What follows belongs to an exercise in optimizing a design on an open flow for small area; a production flow would make more cautious choices.
In this exercise RTL edits were held to simulation tests only and were not proved equivalent to the original.
No activity file was given, so power comes from the tool's default toggle rates.

==> design/flow/design.v <==
module processor (input clk,
                  input reset,
                  input sample_clock,
                  input [7:0] evt,
                  input [31:0] ram_dout,
                  input [31:0] osc_rom_dout,
                  output reg [7:0] ram_raddr,
                  output reg [7:0] ram_waddr,
                  output reg [31:0] ram_din,
                  output reg ram_wen,
                  output [9:0] osc_rom_raddr,
                  output reg clear_evt,
                  output [31:0] out);
    localparam [5:0] INIT  = 6'd0,  WAIT  = 6'd1,
                     KP0   = 6'd2,  KP1   = 6'd3,  KP2  = 6'd4,
                     KR0   = 6'd5,  KR1   = 6'd6,
                     MRV   = 6'd7,  MRF   = 6'd8,  MRO  = 6'd9,  MRC = 6'd10,
                     MFR   = 6'd11, MDC   = 6'd12,
                     MCV   = 6'd13, MCF   = 6'd14, MCO  = 6'd15, MCC = 6'd16,
                     ORC0  = 6'd17, ORC1  = 6'd18, NRS  = 6'd19,
                     NR0   = 6'd20, NR1   = 6'd21, NR2  = 6'd22,
                     LK    = 6'd23, N0    = 6'd24, N1   = 6'd25, MIX = 6'd26,
                     NW0   = 6'd27, NW1   = 6'd28, MOUT = 6'd29,
                     FRC0  = 6'd30, FRC1  = 6'd31, FILT = 6'd32,
                     RV0   = 6'd33, RV1   = 6'd34,
                     WOH   = 6'd35, WOII  = 6'd36, WOIW = 6'd37;
    reg [5:0]  state, next_state;
    reg        prev_sc;
    reg [4:0]  note;
    reg [31:0] phase;
    reg [2:0]  osc;
    reg [31:0] lfsr;
    reg [36:0] sum;       
    reg [31:0] om;        
    reg [1:0]  fc;
    reg [1:0]  menu;
    reg [2:0]  vol;
    reg [7:0]  hist;      
    reg [2:0]  widx;
    function [36:0] add37(input [36:0] a, input [36:0] b);
        integer k;
        reg c;
        begin
            c = 1'b0;
            for (k = 0; k < 37; k = k + 1) begin
                add37[k] = a[k] ^ b[k] ^ c;
                c = (a[k] & b[k]) | (c & (a[k] ^ b[k]));
            end
        end
    endfunction
    function [31:0] add32(input [31:0] a, input [31:0] b);
        integer k;
        reg c;
        begin
            c = 1'b0;
            for (k = 0; k < 32; k = k + 1) begin
                add32[k] = a[k] ^ b[k] ^ c;
                c = (a[k] & b[k]) | (c & (a[k] ^ b[k]));
            end
        end
    endfunction
    wire [2:0] et = evt[7:5];
    wire ev_press   = et == 3'd1;
    wire ev_release = et == 3'd2;
    wire ev_inc     = et == 3'd3;
    wire ev_dec     = et == 3'd4;
    wire ev_menu    = et == 3'd5;
    wire is_noise  = osc == 3'd4;
    wire note_last = note == 5'd23;
    always @(posedge clk)
        if (reset) state <= INIT;
        else       state <= next_state;
    always @(*) begin
        next_state = INIT;
        case (state)
            INIT: next_state = WAIT;
            WAIT:
                if (!prev_sc && sample_clock)          next_state = ORC0;
                else if (ev_press)                     next_state = KP0;
                else if (ev_release)                   next_state = KR0;
                else if (ev_inc | ev_dec | ev_menu)    next_state = MRV;
                else                                   next_state = WAIT;
            KP0:  next_state = KP1;
            KP1:  next_state = KP2;
            KP2:  next_state = WAIT;
            KR0:  next_state = KR1;
            KR1:  next_state = WAIT;
            MRV:  next_state = MRF;
            MRF:  next_state = MRO;
            MRO:  next_state = MRC;
            MRC:  next_state = MFR;
            MFR:  next_state = MDC;
            MDC:
                if (ev_menu)           next_state = MCC;
                else if (menu == 2'd0) next_state = MCV;
                else if (menu == 2'd1) next_state = MCF;
                else if (menu == 2'd2) next_state = MCO;
                else                   next_state = WAIT;
            MCV, MCF, MCO, MCC: next_state = WAIT;
            ORC0: next_state = ORC1;
            ORC1: next_state = NRS;
            NRS:  next_state = NR0;
            NR0:  next_state = NR1;
            NR1:  next_state = NR2;
            NR2:  next_state = is_noise ? N0 : LK;
            LK:   next_state = MIX;
            N0:   next_state = N1;
            N1:   next_state = MIX;
            MIX:  next_state = NW0;
            NW0:  next_state = NW1;
            NW1:  next_state = note_last ? MOUT : NR0;
            MOUT: next_state = FRC0;
            FRC0: next_state = FRC1;
            FRC1: next_state = FILT;
            FILT: next_state = RV0;
            RV0:  next_state = RV1;
            RV1:  next_state = (widx == 3'd0) ? WOH : WOIW;
            WOH:  next_state = WOII;
            WOII: next_state = WOIW;
            WOIW: next_state = WAIT;
            default: next_state = INIT;
        endcase
    end
    always @(posedge clk)
        if (state == INIT)      prev_sc <= 1'b0;
        else if (state == WAIT) prev_sc <= sample_clock;
    always @(posedge clk)
        if (state == KP0 || state == KR0) note <= evt[4:0];
        else if (state == NRS)            note <= 5'd0;
        else if (state == NW1)            note <= note + 5'd1;
    always @(posedge clk)
        if (state == INIT)     phase[31:24] <= 8'd0;
        else if (state == NR2) phase[31:24] <= ram_dout[31:24];
    always @(posedge clk)
        if (state == NR2)      phase[23:0] <= ram_dout[23:0];
    always @(posedge clk)
        if (state == INIT)                     osc[1:0] <= 2'd0;
        else if (state == ORC1 || state == MRC) osc[1:0] <= ram_dout[1:0];
    always @(posedge clk)
        if (state == ORC1 || state == MRC)     osc[2] <= ram_dout[2];
    wire [31:0] lfsr_nx = {lfsr[30:0], lfsr[1] ^ lfsr[5] ^ lfsr[6] ^ lfsr[31]};
    always @(posedge clk)
        if (state == INIT)                    lfsr <= 32'd4190284019;
        else if (state == NR1 && is_noise)    lfsr <= lfsr_nx;
    wire [31:0] smp  = is_noise ? lfsr_nx : osc_rom_dout;
    wire        acc  = (state == NR1) && ram_dout[0];
    wire        corr   = (state == NR2) && note_last && sum[36];
    wire        dstep  = (state == MIX || state == NW0 || state == NW1) && note_last;
    wire [36:0] addend = acc  ? {{5{smp[31]}}, smp} :
                         corr ? 37'd23 : 37'd0;
    wire [36:0] base   = (state == NRS) ? 37'd0 : sum;
    reg        rr0;
    reg        r0, r1, nr0, nr1, b;
    reg [10:0] q;
    integer i;
    always @(*) begin
        r1 = sum[36];
        r0 = (state == MIX) ? 1'b0 : rr0;
        for (i = 10; i >= 0; i = i - 1) begin
            b    = sum[25 + i];
            q[i] = r1 | (r0 & b);
            nr0  = (~r1 & ~r0 & b) | (r1 & ~b);
            nr1  = (r0 & ~b) | (r1 & b);
            r0   = nr0;
            r1   = nr1;
        end
    end
    always @(posedge clk)
        if (dstep) begin
            sum <= {r1, sum[24:0], q};
            rr0 <= r0;
        end else
            sum <= add37(base, addend);
    always @(posedge clk)
        if (state == INIT)      om <= 32'd0;
        else if (state == FILT) om <= sum[31:0];
    always @(posedge clk)
        if (state == INIT)                      fc[0] <= 1'b0;
        else if (state == MRO || state == FRC1) fc[0] <= ram_dout[0];
    always @(posedge clk)
        if (state == MRO || state == FRC1)      fc[1] <= ram_dout[1];
    always @(posedge clk)
        if (state == MFR) menu <= ram_dout[1:0];
    always @(posedge clk)
        if (state == INIT)                    vol <= 3'd0;
        else if (state == MRF || state == RV1) vol <= ram_dout[2:0];
    always @(posedge clk)
        if (state == INIT)      hist <= 8'd52;
        else if (state == WOII) hist <= (hist == 8'd211) ? 8'd52 : hist + 8'd1;
    always @(posedge clk)
        if (state == INIT)      widx <= 3'd0;
        else if (state == WOIW) widx <= widx + 3'd1;
    wire        window = (state == FRC0) || (state == FRC1) || (state == FILT);
    wire [31:0] mix    = window ? sum[31:0] : om;
    wire signed [31:0] fout = fc[0] ? mix : {4'd0, om[31], om[31:5]};
    assign out = fout >>> (3'd4 - vol);
    assign osc_rom_raddr = {osc[1:0], phase[31:24]};
    reg [26:0] step;
    always @(*)
        case (note)
            5'd0:  step = 27'd23353758;
            5'd1:  step = 27'd24785406;
            5'd2:  step = 27'd26306532;
            5'd3:  step = 27'd27827658;
            5'd4:  step = 27'd29527740;
            5'd5:  step = 27'd31227822;
            5'd6:  step = 27'd33106860;
            5'd7:  step = 27'd35075376;
            5'd8:  step = 27'd37133370;
            5'd9:  step = 27'd39370320;
            5'd10: step = 27'd41696748;
            5'd11: step = 27'd44202132;
            5'd12: step = 27'd46796994;
            5'd13: step = 27'd49570812;
            5'd14: step = 27'd52523586;
            5'd15: step = 27'd55655316;
            5'd16: step = 27'd58966002;
            5'd17: step = 27'd62455644;
            5'd18: step = 27'd66213720;
            5'd19: step = 27'd70150752;
            5'd20: step = 27'd74356218;
            5'd21: step = 27'd78740640;
            5'd22: step = 27'd83393496;
            5'd23: step = 27'd88404264;
            default: step = 27'd0;
        endcase
    wire [31:0] next_phase = add32(phase, {5'd0, step});
    wire [2:0] next_vol = ev_inc ? ((vol == 3'd4) ? 3'd0 : vol + 3'd1)
                                 : ((vol == 3'd0) ? 3'd4 : vol - 3'd1);
    wire [1:0] next_fc  = ev_inc ? ((fc == 2'd1) ? 2'd0 : fc + 2'd1)
                                 : ((fc == 2'd0) ? 2'd1 : fc - 2'd1);
    wire [2:0] next_osc = ev_inc ? ((osc == 3'd4) ? 3'd0 : osc + 3'd1)
                                 : ((osc == 3'd0) ? 3'd4 : osc - 3'd1);
    wire [1:0] next_menu = (menu == 2'd2) ? 2'd0 : menu + 2'd1;
    always @(*) begin
        ram_raddr = 8'd0;
        ram_waddr = 8'd0;
        ram_din   = 32'd0;
        ram_wen   = 1'b0;
        clear_evt = 1'b0;
        case (state)
            KP0, KR0: clear_evt = 1'b1;
            KP1:  begin ram_wen = 1'b1; ram_waddr = 8'd4 + note;  ram_din = 32'd1; end
            KP2:  begin ram_wen = 1'b1; ram_waddr = 8'd28 + note; end
            KR1:  begin ram_wen = 1'b1; ram_waddr = 8'd4 + note;  end
            MRF:  ram_raddr = 8'd1;
            MRO:  ram_raddr = 8'd2;
            MRC:  ram_raddr = 8'd3;
            MCV:  begin clear_evt = 1'b1; ram_wen = 1'b1; ram_waddr = 8'd0; ram_din = {29'd0, next_vol}; end
            MCF:  begin clear_evt = 1'b1; ram_wen = 1'b1; ram_waddr = 8'd1; ram_din = {30'd0, next_fc}; end
            MCO:  begin clear_evt = 1'b1; ram_wen = 1'b1; ram_waddr = 8'd2; ram_din = {29'd0, next_osc}; end
            MCC:  begin clear_evt = 1'b1; ram_wen = 1'b1; ram_waddr = 8'd3; ram_din = {30'd0, next_menu}; end
            ORC0: ram_raddr = 8'd2;
            NR0:  ram_raddr = 8'd4 + note;
            NR1:  ram_raddr = 8'd28 + note;
            NW0:  begin ram_wen = 1'b1; ram_waddr = 8'd28 + note; ram_din = next_phase; end
            FRC0: ram_raddr = 8'd1;
            WOH:  begin ram_wen = 1'b1; ram_waddr = hist; ram_din = out; end
            default: ;
        endcase
    end
endmodule
==> design/flow/run.sh <==
#!/bin/bash
# synth_recipe.tcl (not shown) runs the flow's synth.tcl, then flattens the netlist and writes it again
# the make line also repeats each setting of config.mk as NAME=value (left out here)
make -C /OpenROAD-flow-scripts/flow DESIGN_CONFIG=/design/flow/config.mk WORK_HOME=/design/flow/orfs CLKGATE_MAP_FILE= SYNTH_SCRIPT=/design/flow/synth_recipe.tcl finish
==> design/flow/config.mk <==
export PLATFORM = sky130hd
export DESIGN_NAME = processor
export DESIGN_NICKNAME = processor
export VERILOG_FILES = /design/flow/design.v
export SDC_FILE = /design/flow/constraint.sdc
export NUM_CORES = 4
export LEC_CHECK = 0
export ABC_AREA = 1
export CAP_MARGIN = 0
export CORE_MARGIN = 2
export CORE_UTILIZATION = 60
export SLEW_MARGIN = 0
==> design/flow/constraint.sdc <==
create_clock -name core_clock -period 20.0 [get_ports {clk}]
set_input_delay 4.0000 -clock core_clock [delete_from_list [all_inputs] [get_ports {clk}]]
set_output_delay 4.0000 -clock core_clock [all_outputs]
set_load 0.01 [all_outputs]
==> flow_summary_export.csv, run 1 <==
group,metric,value,unit
status,status,"timing/DRC/antenna clean",
floorplan,coreArea,21100,µm²
clocking,post_cts_buffers,0,
global_route,grt_pass1_vias,12200,
synthesis,synth_seq_area_share,32.4,%
clocking,path_clk_slew,0.08,ns
finish,seq_area,4200,µm²
worst_setup_path,required,20.39,ns
clocking,cts.sinks,193,
finish,antennaDiodeCount,0,
floorplan,die-area,22800,µm²
worst_setup_path,start_kind,"input port",
synthesis,ys.flop_type,"dfxtp_1",
sta,fin_tns_setup,0,ns
worst_setup_path,cp.arrival,19.24,ns
floorplan,fp.dieH,151,µm
global_route,grt_pass1_wl,64800,µm
hold_path,hp-start,"prev_sc",
worst_setup_path,path_buf_inv,8,
global_route,antenna_found_initial,1,
hold_path,hold_end,"prev_sc",
placed_design,gp_congestion,0.989,
power,power_leakage,6.98,nW
worst_setup_path,cp_top_family,"adder cells",
floorplan,start_util,61.5,%
worst_setup_path,r2r_slack,4.13,ns
sta,period_share,94.2,%
clocking,holdBufCountCts,0,
synthesis,ys_ff_latch,193,
floorplan,fp-row-count,53,
clocking,clk_latency,0.45,ns
sta,setup_violations,0,
power,ir_drop,0.0000768,V
placed_design,io_buffer_count,164,
routing,drc,0,
routing,drtIter0Drc,1183,
finish,num-fill-cells,1709,
worst_setup_path,cp_max_fo,29,
global_route,grt_max_degree,62,
routing,vias_per_cell,5.96,
synthesis,synthTopCellsByArea,"dfxtp_1 (25%), nand2_1 (12%), fa_1 (9.3%)",
routing,via_count,13100,
clocking,cts_tree,"done",
routing,dr.pass1.iters,8,
clocking,cts_resized,0,
synthesis,netlist_area,13000,µm²
clocking,clockBufferDepth,2,
sta,rsz0062_at_grt,"false",
finish,area_growth,17.5,%
worst_setup_path,cpPeakStageDelay,0.62,ns
run,maxCapViolations,0,
synthesis,syn-mean-instance-area,7.15,µm²
sta,slew_headroom,22.5,%
floorplan,die_w,151,µm
routing,postRouteAntennaNets,0,
sta,final_max_slew_viol_count,0,
clocking,h-tree-depth,4,
worst_setup_path,cp_common_cell,"fa_1",
synthesis,yosys.area.top_type_share,24.5,%
synthesis,yosysTopAreaCell,"dfxtp_1",
placed_design,place_hpwl,31700,µm
global_route,grt_use_total,37.1,%
hold_path,hp-class,"register to register",
clocking,cts-root-buf,"clkbuf_16",
synthesis,synth_edf_count,34,
sta,tightest_slew,1.16,ns
power,powerDensity,107,nW/µm²
worst_setup_path,reg2reg_depth,57,
worst_setup_path,crit_slowest_cell,"clkdlybuf4s50_1",
floorplan,boundaryPins,167,
routing,wl_per_cell,19.1,µm
finish,drive_above_1_share,5.40,%
worst_setup_path,timing.rr.start,"state[0]",
hold_path,holdPathStages,2,
synthesis,yosysUniqueCellTypes,56,
worst_setup_path,r2r_end,"sum[36]",
synthesis,ys_warn_count,1,
sta,whs,0.460,ns
sta,final_hold_viol_count,0,
routing,drt_wl_total,42100,µm
worst_setup_path,crit_type,"input port to register",
finish,multi_input_area,7440,µm²
clocking,cts-buffers-inserted,17,
global_route,grt.overflow.total,0,
worst_setup_path,worst-path-stages,51,
finish,nets,2087,
sta,fin_worst_skew,0.0188,ns
sta,clock.fmax,53.1,MHz
synthesis,synth-async-reset-ratio,0,%
sta,fin_crit,18.85,ns
worst_setup_path,cp-end-kind,"register",
synthesis,syn_inst,1813,
-- flip-flops by register name, summed over array words and instances, names as in the netlist, 5 cells and up --
signal  cells
hist        8
state       6
note        5
phase      32
lfsr       32
om         32
step       26
sum        37
-- routing by layer --
layer	share of wire (%)	routed length (µm)	track usage [%]
met1	40	16900	47.4
met2	47	19800	61.8
met3	8.0	3360	6.36
met4	4.9	2050	17.1
met5	0.038	16	0
-- final cells by class --
class                           instances  share of cell area (%)
Clock buffer                           19                    2.91
Clock inverter                         13                   0.911
Inverter                              244                    6.01
Multi-Input combinational cell       1279                    48.8
Sequential cell                       193                    27.6
Tap cell                              275                    2.26
Timing Repair Buffer                  179                    11.5
-- how the worst max path moves through the flow --
stage	start	end	slack, ns
after global placement	ram_dout[0]	sum[36]	1.13
after detailed placement	ram_dout[0]	sum[36]	0.93
final	ram_dout[0]	sum[36]	1.15
after global routing	ram_dout[0]	sum[36]	0.65
after CTS	ram_dout[0]	sum[36]	1.24
after floorplan	ram_dout[0]	sum[36]	2.28
-- cells in the final DEF, fill, tap and decap left out, types with 8 or more instances in the layout --
cell	instances
nand3_1	57
o21ai_0	234
xor2_1	8
fa_1	60
clkdlybuf4s50_1	164
o21ai_1	17
dfxtp_1	159
edfxtp_1	34
nor2_1	94
nand2_2	16
nor3_1	17
a21oi_1	151
nand2_1	424
buf_4	15
o22ai_1	12
a31oi_1	13
a22o_1	8
o211ai_1	25
nand4_1	20
inv_1	229
ha_1	38
inv_2	11
clkbuf_16	17
-- where the power goes --
part / leakage, nW / total (mW) / switching (mW) / internal, mW
clock: 0.291 / 0.344 / 0.174 / 0.171
combinational: 5.08 / 0.774 / 0.528 / 0.246
sequential: 1.60 / 0.513 / 0.0497 / 0.464
total: 6.98 / 1.63 / 0.752 / 0.881
-- worst reg2reg max path, delay by kind of cell (launching register included) --
kind / cells / cell delay (ns)
adders and majority gates: 36 / 13.08
DFF: 1 / 0.45
and+or+nand+nor: 6 / 0.57
buffers and inverters: 11 / 1.08
AOI/OAI and AO/OA: 2 / 0.25
xor gates and xnor gates: 2 / 0.38
-- cell usage after synthesis, drive strengths merged, types with 6 or more instances --
library cell  count
nor4              7
xor2              8
a21oi           151
dfxtp           159
fa               60
inv             240
nand2           444
a31oi            13
mux2i             7
nor3             17
o22ai            12
nand4            21
ha               38
a22o              8
clkbuf           64
or2               6
o211ai           25
nor2            107
buf              34
nand3            61
a22oi             7
edfxtp           34
o21ai           255
-- through the flow --
stage | worst slack, ns | total power [mW] | cells | util (%) | instance area (µm²)
2_1_floorplan | 2.28 | 1.03 | 1814 | - | 13000
3_3_place_gp | 1.13 | 1.26 | 2170 | 69.5 | 14700
4_1_cts | 1.24 | 1.61 | 2202 | 72.3 | 15200
5_1_grt | 0.645 | 1.73 | 2202 | 72.3 | 15200
3_5_place_dp | 0.927 | 1.27 | 2170 | 69.5 | 14700
6_report | 1.15 | 1.63 | 2202 | 72.3 | 15200
-- logic make-up (layout without fill, tap and decap cells) --
group           after synthesis  in the layout  synth area share [%]
other cells                   1              2                0.0289
simple gates                667            667                  22.1
compound gates              492            492                  20.7
mux                           7              7                 0.540
buf+inv                     342            455                  10.4
flops                       193            193                  32.4
xor+xnor                     13             13                 0.878
fa+ha+maj                    98             98                  12.9
==> run 2, diff against run 1 <==
--- a/design/flow/config.mk
+++ b/design/flow/config.mk
@@ -6,7 +6,7 @@
 export NUM_CORES = 4
 export LEC_CHECK = 0
 export ABC_AREA = 1
-export CAP_MARGIN = 0
+export CAP_MARGIN = 20
 export CORE_MARGIN = 2
-export CORE_UTILIZATION = 60
-export SLEW_MARGIN = 0
+export CORE_UTILIZATION = 40
+export SLEW_MARGIN = 20
==> flow_summary_export.csv, run 2 <==
group,metric,value,unit
global_route,grt_use_total,26.0,%
routing,vias_per_cell,5.39,
power,powerDensity,106,nW/µm²
finish,instances_no_fill,2330,
floorplan,start_util,40.9,%
placed_design,io_buffer_count,164,
clocking,cts_tree,"done",
finish,num-fill-cells,3223,
finish,largest-register,"sum",
worst_setup_path,reg2reg_depth,56,
synthesis,ys_ff_latch,193,
finish,drive_above_1_share,5.39,%
floorplan,die-area,33900,µm²
clocking,clk_latency,0.45,ns
worst_setup_path,required,20.40,ns
sta,final_hold_viol_count,0,
worst_setup_path,start_kind,"input port",
synthesis,synthTopCellsByArea,"dfxtp_1 (25%), nand2_1 (12%), fa_1 (9.3%)",
sta,rsz0062_at_grt,"false",
finish,antennaDiodeCount,0,
synthesis,ys.flop_type,"dfxtp_1",
synthesis,yosysTopAreaCell,"dfxtp_1",
sta,slew_headroom,30.7,%
clocking,cts-buffers-inserted,17,
floorplan,fp-row-count,65,
status,status,"timing/DRC/antenna clean",
hold_path,holdPathStages,2,
hold_path,hp-start,"prev_sc",
routing,drtIter0Drc,1062,
synthesis,synth-async-reset-ratio,0,%
finish,nets,2088,
worst_setup_path,cp.arrival,19.14,ns
run,maxCapViolations,0,
synthesis,syn_inst,1813,
synthesis,syn-mean-instance-area,7.15,µm²
floorplan,coreArea,31700,µm²
placed_design,dp_cells,2298,
synthesis,synth_seq_area_share,32.4,%
finish,mostFrequentLayoutCell,"nand2_1",
synthesis,synth.most_common_cell,"nand2_1",
clocking,h-tree-depth,4,
clocking,cts_resized,0,
synthesis,yosys.area.top_type_share,24.5,%
worst_setup_path,timing.rr.start,"state[1]",
sta,fin_crit,18.74,ns
clocking,clockBufferDepth,2,
power,ir_drop,0.0000833,V
clocking,cts-root-buf,"clkbuf_16",
synthesis,yosysUniqueCellTypes,56,
routing,drc,0,
synthesis,synth_common_cells,"nand2_1 (424), o21ai_0 (234), inv_1 (229)",
global_route,grt_pass1_wl,67500,µm
synthesis,netlist_area,13000,µm²
sta,fin_worst_skew,0.0121,ns
finish,area_growth,19.0,%
clocking,path_clk_slew,0.08,ns
routing,postRouteAntennaNets,0,
worst_setup_path,cp_max_fo,11,
power,power_leakage,6.98,nW
global_route,grt_pass1_vias,12200,
global_route,antenna_found_initial,2,
global_route,grt_max_degree,62,
placed_design,place_hpwl,33300,µm
finish,final_cell_mix,"nand2_1 (424), o21ai_0 (234), inv_1 (229)",
sta,clock.fmax,53.4,MHz
routing,drt_wl_total,43300,µm
clocking,holdBufCountCts,0,
routing,dr.pass1.iters,5,
synthesis,synth_edf_count,34,
clocking,post_cts_buffers,0,
placed_design,gp_congestion,0.951,
worst_setup_path,crit_path_start,"ram_dout[0]",
synthesis,ys_warn_count,1,
floorplan,boundaryPins,167,
routing,via_count,12500,
sta,period_share,93.7,%
sta,setup_violations,0,
worst_setup_path,cp_common_cell,"fa_1",
global_route,grt.overflow.total,0,
worst_setup_path,cpPeakStageDelay,0.55,ns
clocking,cts.sinks,193,
sta,tightest_slew,1.03,ns
finish,largest_reg_flops,37,
worst_setup_path,crit_slowest_cell,"clkdlybuf4s50_1",
floorplan,die_w,184,µm
floorplan,fp.dieH,184,µm
worst_setup_path,crit_type,"input port to register",
worst_setup_path,cp-end-kind,"register",
hold_path,hp-class,"register to register",
routing,wl_per_cell,18.6,µm
sta,final_max_slew_viol_count,0,
sta,fin_tns_setup,0,ns
run 2: cell counts after synthesis:
Identical to the previous run, type by type.
run 2: layer usage:
metal  GRT usage, %  up-vias  part of all wire (%)
li1               -     6152                     -
met1           33.9     5950                    44
met2           42.7      382                    47
met3           6.12       61                   6.8
met4           8.00        4                   2.3
met5              0        -                 0.062
run 2: logic make-up after synthesis:
logic type / Yosys count / share of synthesized area [%]
other: 1 / 0.0289
AOI/OAI and AO/OA: 492 / 20.7
muxes: 7 / 0.540
DFF: 193 / 32.4
adders and majority gates: 98 / 12.9
buffers and inverters: 342 / 10.4
xor gates and xnor gates: 13 / 0.878
and+or+nand+nor: 667 / 22.1
run 2: stage by stage:
stage	util (%)	power (mW)	instance area (µm²)	setup WS (ns)	hold slack [ns]
after floorplan	-	1.03	13000	2.28	0.422
after global placement	46.7	1.28	14800	0.980	0.441
after detailed placement	46.7	1.28	14800	0.811	0.445
after CTS	48.6	1.64	15400	1.31	0.456
after global routing	48.6	1.76	15400	0.515	0.480
final	48.6	1.63	15400	1.26	0.458
run 2: path summary, 6_finish.rpt:
check / end / slack, ns
worst max-delay path: sum[36] / 1.26
worst min-delay path: prev_sc / 0.46
worst max register to register: sum[36] / 4.35
worst min register to register: prev_sc / 0.46
run 2: critical path: cells and delay by family:
family | cells | cell delay, ns
AND/OR/NAND/NOR | 3 | 0.54
adder cells (fa/ha/maj) | 36 | 12.88
buffers and inverters | 8 | 1.08
AO/OA/AOI/OAI | 2 | 0.27
XOR/XNOR | 2 | 0.35
run 2: area by class of cell:
type	count	area [µm²]	share of cell area [%]
Sequential cell	193	4200	27.3
Clock buffer	24	536	3.47
Clock inverter	8	62.6	0.406
Inverter	244	916	5.94
Timing Repair Buffer	180	1760	11.4
Multi-Input combinational cell	1279	7440	48.3
Tap cell	402	503	3.26
run 2: power breakdown:
part           total [mW]  switching (mW)  internal (mW)
combinational       0.768           0.523          0.245
clock               0.352           0.162          0.190
sequential          0.513          0.0489          0.464
total                1.63           0.734          0.899

## port drivers added, routing unchanged
In the flow no input, the clock included, has a driving cell. The finished layouts below were timed again as built, in two steps. Step 1: set_driving_cell puts a clkbuf_16 on clk and a buf_2 on each other input, an assumption about the parent block. Step 2, shift: input delay + t, output delay - t, t = (earliest + latest rising clock arrival at the registers) / 2. This alone moves slack from input paths to output paths. Three values: ideal ports, drivers, drivers and shift; two values: the first two.
run	t, ns	slack for setup (ns)	pins driven straight from the clock port
run 1	0.495	1.154 / 1.177 / 0.682	1
run 2	0.502	1.260 / 1.295 / 0.792	1
After both steps setup and hold are still met in every run listed. The setup slack of run 1, which loses most, moves by +0.023 ns with the drivers and by -0.472 ns with both steps.
